Context: an optimization exercise on an open-source flow, tuned for a short achievable clock period and few clock cycles. The choices shown serve that exercise and are no tape-out recipe. The RTL was checked by simulation tests, not by an equivalence proof against the original design.

==> v17: inputs <==
## SimpleCPU
module SimpleCPU(clk, rst, data_fromRAM, wrEn, addr_toRAM, data_toRAM);
export LEC_CHECK = 0
export ABC_CLOCK_PERIOD_IN_PS = 4000
export CAP_MARGIN = 20
export CORE_MARGIN = 2
export CORE_UTILIZATION = 40
export SETUP_SLACK_MARGIN = 5
export SLEW_MARGIN = 20
export TNS_END_PERCENT = 100
create_clock -name core_clock -period 10.0 [get_ports {clk}]
run.sh (not shown) runs the stock make flow with config.mk's settings and CLKGATE_MAP_FILE= SYNTH_SCRIPT=/design/flow/synth_recipe.tcl, a recipe that flattens the netlist after the stock synthesis.
==> inputs of v33, as changes to v17 <==
--- a/flow/design.v
+++ b/flow/design.v
@@ -79,17 +79,18 @@
 	IW     <= IWNext;
 	iwLive <= iwLiveNext;
 	R1     <= R1Next;
 	R2     <= R2Next;
 	Res    <= ResNext;
 	WA     <= WANext;
 	Z      <= ZNext;
 end
-wire [SIZE-1:0] dfrAddr = (st == S_DEC) ? data_fromRAM[SIZE+13:14] : data_fromRAM[SIZE-1:0];
+wire dSelB = !data_fromRAM[28] && data_fromRAM[31] && !(data_fromRAM[30] && data_fromRAM[29]);
+wire [SIZE-1:0] dfrAddr = (st == S_DEC && !dSelB) ? data_fromRAM[SIZE+13:14] : data_fromRAM[SIZE-1:0];
 wire liveSel = (st == S_DEC && iwLive) || (st == S_CPI1) || (st == S_BZ2 && Z);
 reg [SIZE-1:0] regAddr;
 always @(*) begin
 	regAddr = PC;
 	case (st)
 		S_DEC: begin
 			if (op == CP && im) regAddr = PC1;
 			else if (!im && (op == CP || op == CPI || op == BZJ)) regAddr = fB;
@@ -128,25 +129,22 @@
 				aOld = PC;
 				iwLiveNext = 1'b1;
 				stateNext  = S_DEC;
 			end
 			S_DEC: begin
 				IWNext = iwc;
 				WANext = iwc[SIZE+13:14];
 				R2Next = {18'd0, iwc[13:0]};
-				if (iwLive && (opc == CP || (!imc && (opc == CPI || opc == BZJ)))) begin
-					stateNext = S_DEC;
-				end else
 				case (opc)
 					CP: begin
 						if (imc) begin
 							ResNext    = {18'd0, iwc[13:0]};
 							aOld = PC1;
-							stateNext  = S_WR;
+							stateNext  = iwLive ? S_CPF : S_WR;
 						end else begin
 							aOld = iwc[SIZE-1:0];
 							stateNext  = S_RDB;
 						end
 					end
 					CPI: begin
 						if (imc) begin
 							aOld = iwc[SIZE+13:14];
==> comparison <==
v33 finished with timing, DRC and antenna clean. v17 completed with no timing, DRC or antenna violations.
In register-to-register slack, v17 and v33 hardly differ.
Against v33, the core utilization of v17 is lower by 0.10 points.
In v33 the count of clock-buffer cells in the layout is higher than in v17, by 3.
Of v17 and v33, v17 has the higher synthesized cell count (gap 0.50%, measured against v33).
Between v17 and v33, the lower routed wire length is in v33 (gap about 2.2%, measured against v33).
Between v33 and v17, the lower first-iteration DRC count is in v33 (gap 4.2%, measured against v17).
==> figures <==
                                                                               v33           v17
Routed met1 length                                                       58,780 um     62,250 um
Cells after synthesis                                                        3,992         4,012
Slew of the pin with the lowest slew margin                                1062 ps       1253 ps
Share of Yosys cell area claimed by the top area cell type                  0.2446        0.2463
Fraction of the cycle the final worst path needs                            0.5348        0.5028
Final critical delay including setup and external delays                   5348 ps       5028 ps
Initial drt markers                                                          4,123         4,306
Placed Instances                                                             5,002         4,969
Depth of the most critical reg-to-reg path                                      15            16
Type of origin of the critical path                                      input pin          flop
Relative area of clock buffers and inverters in the final design           0.02169       0.02424
Source of the critical timing path                                data_fromRAM[30]        R1[17]
Met3 wire length                                                         18,430 um     21,890 um
Die area                                                              0.08705 mm^2  0.08646 mm^2
Final non-filler cell area                                            0.03991 mm^2  0.03964 mm^2
Status                                            no timing/DRC/antenna violations  no timing/DRC/antenna violations
Testbench counts of v17, summed over its fixed seeds: cycles 160,989.
Testbench counts of v33, summed over its fixed seeds: cycles 159,730.

========
==> run F: inputs <==
SimpleCPU, a different RTL version from the one above (not shown whole).
Settings: LEC_CHECK=0, ABC_CLOCK_PERIOD_IN_PS=4000, CAP_MARGIN=20, CORE_MARGIN=2, CORE_UTILIZATION=40, SETUP_SLACK_MARGIN=5, SLEW_MARGIN=20, TNS_END_PERCENT=100; clock period 10.0 ns.
==> run P: changes against run F <==
CORE_UTILIZATION = 30   (was 40)
==> results_dict.tcl <==
set metrics [dict create \
    clock_cell_area_share_pct 2.91 \
    first_pass_iters 6 \
    dp.cells 5493 \
    vias_per_cell 5.68 \
    outcome "no timing/DRC/antenna violations" \
    antenna_found_initial 14 \
    seq_area_share_pct 16.3 \
    fin_nets 4702 \
    area_growth_pct 14.2 \
    tapCellCount 1524 \
    finalNonFillerCells 5651 \
]
The numbers above come from run P.

==> results_dict.tcl <==
set metrics [dict create \
    synth.most_common_cell "nand2_1" \
    vias_per_cell 6.03 \
    outcome "no timing/DRC/antenna violations" \
    seq_area_share_pct 16.5 \
    first_pass_iters 10 \
    fin_nets 4703 \
    dp_slack_ns 3.62 \
    tapCellCount 1155 \
    antenna_found_initial 8 \
]
The numbers above come from run F.

Testbench counts of run F, summed over its fixed seeds: cycles 164,208.
Testbench counts of run P, summed over its fixed seeds: cycles 164,208.

[re-timing with driven ports]
Ports are ideal in the flow. The routed layouts listed here were re-timed in OpenROAD.
Step 1 (the two cells are an assumption about what drives the block):
set clk [get_ports {clk}]
set_driving_cell -lib_cell sky130_fd_sc_hd__clkbuf_16 $clk
set_driving_cell -lib_cell sky130_fd_sc_hd__buf_2 [delete_from_list [all_inputs] $clk]
Step 2 adds t to the input delays and takes it off the output delays; t is the mean of the earliest and latest rising clock arrival at the registers after step 1. Input paths then give back, and output paths get back, about the clock's delay inside the block.
Slacks: ideal ports / drivers / drivers and shift; pairs: ideal ports / drivers.
run	t, ns	setup WS [ns]	worst hold slack (ns)	worst setup path at the end
v17	0.672	4.972 / 4.953 / 4.349	0.553 / 0.553 / 0.553	input to register
v33	0.655	4.652 / 4.616 / 4.403	0.547 / 0.547 / 0.547	input to register
run F	0.637	4.956 / 4.888 / 4.375	0.326 / 0.326 / 0.326	input to register
run P	0.641	5.000 / 4.925 / 4.446	0.321 / 0.321 / 0.321	input to register
After both steps setup and hold are still met in every run listed. The setup slack of v17, which loses most, moves by -0.019 ns with the drivers and by -0.623 ns with both steps.
